What follows belongs to an exercise in optimizing a design on an open flow for small area; a production flow would make more cautious choices. The RTL was checked by simulation tests, not by an equivalence proof against the original design. No driver is modelled on the clock port, so clock power and skew are understated where the tree is cut down; a real chip needs a root buffer or a tree. Power and IR drop assume default switching activity.

## uart_txrx_test
module uart_txrx_test(
    input  wire       clk,
    input  wire       n_reset,
    input  wire       TX_RDY,
    input  wire       RX_RDY,
    output reg        WEN,
    output wire       OEN,
    output reg  [7:0] uart_tx,
    input  wire [7:0] uart_rx,
    output reg  [3:0] ctrl,
    input  wire       sda_i,
    output reg        sda_o,
    output wire       sda_oe,
    output reg        scl,
    input  wire [3:0] key
);
Size: roughly 260 cells after synthesis, ~84 flip-flops, ~3300 µm² of cells after synthesis.
export LEC_CHECK = 0
export CAP_MARGIN = 5
export CORE_MARGIN = 2
export CORE_UTILIZATION = 60
export PLACE_DENSITY = 0.8
export SLEW_MARGIN = 5
create_clock -name core_clock -period 10.0 [get_ports {clk}]
standard.sh (not shown) runs the stock make flow with config.mk's settings and CLKGATE_MAP_FILE= SYNTH_SCRIPT=/design/flow/synth_recipe.tcl, a recipe that flattens the netlist after the stock synthesis.
==> flow/flow/run.sh <==
#!/bin/bash
# The standard ORFS flow with these changes:
#  - synthesis maps the logic with an area-oriented ABC script (flow/abc_area.script)
#    in place of ORFS's delay-oriented one; everything else in synthesis is the
#    standard script (same passes, same flip-flop mapping and names);
#  - the port buffers are the smallest buffer cell (buf_1);
#  - the clock tree is built by flow/mycts.tcl (through ORFS's PRE_CTS_TCL hook)
#    in place of TritonCTS: one root buffer and balanced groups of flip-flops,
#    each behind its own leaf buffer; the rest of the CTS step (legalisation,
#    timing repair) is ORFS's.
set -euo pipefail
W=$(pwd)
rm -rf "$W/scripts_area"
cp -r "$FLOW_HOME/scripts" "$W/scripts_area"
cp "$W/flow/abc_area.script" "$W/scripts_area/abc_speed.script"
SCRIPTS_DIR="$W/scripts_area" bash standard.sh synth > synth_flow.log 2>&1
export BUFFER_PORTS_ARGS="-buffer_cell sky130_fd_sc_hd__buf_1"
export MY_FLOW_DIR="$W/flow"
export PRE_CTS_TCL="$W/flow/cts_hook.tcl"
bash standard.sh finish > layout_flow.log 2>&1
Other scripts of this flow, unchanged in this note and not shown: flow/flow/abc_area.script, flow/flow/cts_hook.tcl, flow/flow/mycts.tcl
The first run produced a clean layout.
==> next run, changes <==
Settings changed: CAP_MARGIN 5 to 20, SLEW_MARGIN 5 to 20.
The changed run completed without violations.
Combinational power barely changes.
Total power barely changes.
Global-route usage stays the same.
Worst hold slack is about the same.
Clock skew stays flat.
Setup slack is about the same.
Cell area stays flat.
Die area stays the same.
Clock power stays flat.
Area after synthesis stays the same.
No run of this note takes its clock network from TritonCTS; it comes from the design's own scripts or RTL.

* * *

The RTL this note starts from:
==> flow/design.v <==
`timescale 1ns / 1ps
module uart_txrx_test(
    input  wire       clk,
    input  wire       n_reset,
    input  wire       TX_RDY,
    input  wire       RX_RDY,
    output reg        WEN,
    output reg        OEN,
    output reg  [7:0] uart_tx,
    input  wire [7:0] uart_rx,
    output reg  [3:0] ctrl,
    input  wire       sda_i,
    output reg        sda_o,
    output wire       sda_oe,
    output reg        scl,
    input  wire [3:0] key
);
    reg  [5:0]  ph;
    wire [15:0] PH_T = 16'h4cb3;
    wire        i2c_tick = ph[5] & ~ph[4] & ~ph[3] & ~ph[2] & ~ph[0];
    always @(posedge clk or negedge n_reset)
        if (!n_reset) ph <= 6'd0;
        else          ph <= {ph[4:0], PH_T[{ph[5], ph[4], ph[3], ph[1]}]};
    reg  [7:0]  tw, tr;
    wire [15:0] TM_T = 16'hac53;
    wire        tw_zero = (tw == 8'd0);
    wire        tr_zero = (tr == 8'd0);
    wire        write_valid = ~tw_zero;
    wire        read_valid  = ~tr_zero;
    always @(posedge clk or negedge n_reset)
        if (!n_reset) begin
            tw <= 8'd0;
            tr <= 8'd0;
        end else begin
            tw <= {tw[6:0], tw_zero ? key[2] : TM_T[{tw[7], tw[6], tw[5], tw[3]}]};
            tr <= {tr[6:0], tr_zero ? key[3] : TM_T[{tr[7], tr[6], tr[5], tr[3]}]};
        end
    reg  [10:0] cs;          
    reg         wr_en, rd_en;
    reg         addr_inc;    
    reg  [7:0]  rd_data;     
    reg  [7:0]  po_data;     
    wire        cs_end = cs[0] & cs[1] & cs[2] & cs[3] & cs[4] & cs[5]
                       & cs[6] & cs[10];
    wire        i2c_end;
    wire        i2c_start;
    always @(posedge clk or negedge n_reset)
        if (!n_reset) begin
            cs        <= 11'd0;
            wr_en     <= 1'b0;
            rd_en     <= 1'b0;
            addr_inc  <= 1'b0;
            po_data   <= 8'd0;
        end else if (i2c_tick) begin
            cs <= ((!wr_en && !rd_en) || cs_end) ? 11'd0
                                                 : {cs[9:0], ~(cs[10] ^ cs[0])};
            if (i2c_end && wr_en)  wr_en <= 1'b0;
            else if (write_valid)  wr_en <= 1'b1;
            if (i2c_end && rd_en)  rd_en <= 1'b0;
            else if (read_valid)   rd_en <= 1'b1;
            if (!wr_en && !rd_en)  addr_inc <= 1'b0;
            else if (i2c_end)      addr_inc <= ~addr_inc;
            if (rd_en && i2c_end)  po_data <= rd_data;
        end
    localparam IDLE = 4'd00, START_1 = 4'd01, SEND_D_ADDR = 4'd02,
               ACK_1 = 4'd03, SEND_B_ADDR_H = 4'd04, ACK_2 = 4'd05,
               SEND_B_ADDR_L = 4'd06, ACK_3 = 4'd07, WR_DATA = 4'd08,
               ACK_4 = 4'd09, START_2 = 4'd10, SEND_RD_ADDR = 4'd11,
               ACK_5 = 4'd12, RD_DATA = 4'd13, N_ACK = 4'd14, STOP = 4'd15;
    localparam [1:0] Q0 = 2'b00, Q1 = 2'b01, Q2 = 2'b11, Q3 = 2'b10;
    reg [3:0] state;
    reg [1:0] cnt;
    reg [2:0] cnt_bit;
    wire [2:0] cnt_bit_nx = {cnt_bit[1:0],
                             cnt_bit[2] ^ cnt_bit[1] ^ ~(cnt_bit[1] | cnt_bit[0])};
    reg [2:0] bpos;
    always @(*)
        case (cnt_bit)
            3'b000: bpos = 3'd0;
            3'b001: bpos = 3'd1;
            3'b010: bpos = 3'd2;
            3'b101: bpos = 3'd3;
            3'b011: bpos = 3'd4;
            3'b111: bpos = 3'd5;
            3'b110: bpos = 3'd6;
            default: bpos = 3'd7;
        endcase
    wire is_ack = (state == ACK_1) || (state == ACK_2) || (state == ACK_3)
               || (state == ACK_4) || (state == ACK_5);
    wire last_q    = (cnt == Q3);
    wire byte_done = last_q && (cnt_bit == 3'b100);
    assign i2c_end   = (state == IDLE) && cnt_bit[0];
    assign i2c_start = cnt_bit[2];
    always @(posedge clk or negedge n_reset)
        if (!n_reset) begin
            state   <= IDLE;
            cnt     <= 2'd0;
            cnt_bit <= 3'd0;
            rd_data <= 8'd0;
        end else if (i2c_tick) begin
            if (state != IDLE)
                cnt <= {cnt[0], ~cnt[1]};
            if (is_ack) begin
                if (cnt == Q0)
                    cnt_bit <= {2'b00, sda_i};
            end else if (state == IDLE)
                cnt_bit <= {cs_end, 2'b00};
            else if ((state == STOP) && last_q && (cnt_bit == 3'b101))
                cnt_bit <= {cs_end, 2'b11};
            else if ((state == START_1) || (state == START_2)
                || (state == N_ACK) || byte_done)
                cnt_bit <= 3'd0;
            else if (last_q)
                cnt_bit <= cnt_bit_nx;
            if (state == RD_DATA && cnt == Q2)
                rd_data <= {rd_data[6:0], sda_i};
            case (state)
                IDLE:          if (i2c_start) state <= START_1;
                START_1:       if (last_q) state <= SEND_D_ADDR;
                SEND_D_ADDR:   if (byte_done) state <= ACK_1;
                ACK_1:         if (last_q && !cnt_bit[0]) state <= SEND_B_ADDR_H;
                SEND_B_ADDR_H: if (byte_done) state <= ACK_2;
                ACK_2:         if (last_q && !cnt_bit[0]) state <= SEND_B_ADDR_L;
                SEND_B_ADDR_L: if (byte_done) state <= ACK_3;
                ACK_3:         if (last_q && !cnt_bit[0]) begin
                                   if (wr_en) state <= WR_DATA;
                                   else if (rd_en) state <= START_2;
                               end
                WR_DATA:       if (byte_done) state <= ACK_4;
                ACK_4:         if (last_q && !cnt_bit[0]) state <= STOP;
                START_2:       if (last_q) state <= SEND_RD_ADDR;
                SEND_RD_ADDR:  if (byte_done) state <= ACK_5;
                ACK_5:         if (last_q && !cnt_bit[0]) state <= RD_DATA;
                RD_DATA:       if (byte_done) state <= N_ACK;
                N_ACK:         if (last_q) state <= STOP;
                STOP:          if (last_q && cnt_bit == 3'b101) state <= IDLE;
            endcase
        end
    always @(*) begin
        case (state)
            IDLE:    scl = 1'b1;
            START_1: scl = (cnt != Q3);
            STOP:    scl = !((cnt_bit == 3'd0) && (cnt == Q0));
            default: scl = cnt[0];
        endcase
    end
    wire [7:0] addr_l = {7'b0101101, addr_inc};
    always @(*) begin
        case (state)
            START_1:       sda_o = (cnt == Q0);
            SEND_D_ADDR:   sda_o = (bpos == 3'd0) || (bpos == 3'd2);
            SEND_B_ADDR_H: sda_o = 1'b0;
            SEND_B_ADDR_L: sda_o = addr_l[~bpos];
            WR_DATA:       sda_o = (bpos == 3'd0) || (bpos == 3'd2)
                                || (bpos == 3'd5) || (bpos == 3'd7);
            START_2:       sda_o = !cnt[1];
            SEND_RD_ADDR:  sda_o = (bpos == 3'd0) || (bpos == 3'd2)
                                || (bpos == 3'd7);
            STOP:          sda_o = !((bpos == 3'd0) && (cnt != Q3));
            default:       sda_o = 1'b1;
        endcase
    end
    assign sda_oe = !((state == RD_DATA) || is_ack);
    reg [1:0] slot;
    reg       rx_q;          
    reg       is_aa, is_a5, is_ff;
    reg [3:0] nib;
    always @(posedge clk or negedge n_reset)
        if (!n_reset) begin
            slot  <= 2'd0;
            rx_q  <= 1'b0;
            is_aa <= 1'b0;
            is_a5 <= 1'b0;
            is_ff <= 1'b0;
            nib   <= 4'd0;
            ctrl  <= 4'd0;
        end else begin
            rx_q <= RX_RDY;
            if (RX_RDY && !rx_q) begin
                slot <= {slot[0], ~slot[1]};     
                case (slot)
                    2'b00: is_aa <= (uart_rx == 8'hAA);
                    2'b01: is_a5 <= (uart_rx == 8'hA5);
                    2'b11: nib   <= uart_rx[3:0];
                    2'b10: is_ff <= (uart_rx == 8'hFF);
                endcase
            end
            if (rx_q && is_aa && is_a5 && is_ff)
                ctrl <= nib;
        end
    always @(posedge clk or negedge n_reset)
        if (!n_reset) begin
            uart_tx <= 8'b0;
            WEN     <= 1'b1;
            OEN     <= 1'b1;
        end else begin
            OEN <= ~(RX_RDY & TX_RDY);
            if (RX_RDY) begin
                uart_tx <= po_data;
                WEN     <= ~TX_RDY;
            end
        end
endmodule
export LEC_CHECK = 0
export CAP_MARGIN = 20
export CORE_MARGIN = 2
export CORE_UTILIZATION = 60
export PLACE_DENSITY = 0.8
export SLEW_MARGIN = 20
create_clock -name core_clock -period 10.0 [get_ports {clk}]
Scripts as last shown in full above: flow/flow/run.sh
Other scripts of this flow, unchanged in this note and not shown: flow/flow/abc_area.script, flow/flow/cts_hook.tcl, flow/flow/mycts.tcl
The starting point completed without violations.
Change:
- CORE_UTILIZATION: 60 -> 40
- PLACE_DENSITY: 0.8 -> 0.6
Sequential power hardly moves. Critical path depth does not change. Setup slack improved by 0.015 ns. Sequential share of layout area fell by 0.79 points. Cell area rose by 1.4%. Routed wire length fell by 0.94%.
No run of this note takes its clock network from TritonCTS; it comes from the design's own scripts or RTL.

port drivers added, routing unchanged:
The results above use ideal ports. As a check the final layouts listed here were re-extracted and re-timed, cells and wires unchanged. Step 1 sets driving cells, clkbuf_16 on the clock port and buf_2 on the other inputs (assumed; they add their load-dependent delay and slew). Step 2 adds t to the input delays and takes it off the output delays; t is the mean of the earliest and latest rising clock arrival at the registers after step 1. Input paths then give back, and output paths get back, about the clock's delay inside the block. Slacks: ideal / step 1 / step 2; pairs: ideal / step 1.
| run | t, ns | setup WS [ns] | hold WS [ns] | clock arrival spread, ns | worst data-port slew with drivers (ns) |
|---|---|---|---|---|---|
| the first run of note 1 | 0.513 | 5.802 / 5.776 / 6.289 | 0.382 / 0.382 / 0.382 | 0.014 / 0.014 | 0.03 |
| the second run of note 1 | 0.512 | 5.801 / 5.775 / 6.287 | 0.382 / 0.382 / 0.382 | 0.014 / 0.015 | 0.04 |
| the first run of note 2 | 0.520 | 5.322 / 5.296 / 5.816 | 0.382 / 0.382 / 0.382 | 0.016 / 0.016 | 0.04 |
| the second run of note 2 | 0.556 | 5.336 / 5.309 / 5.865 | 0.380 / 0.380 / 0.380 | 0.018 / 0.017 | 0.03 |
After both steps every run listed still meets setup and hold.
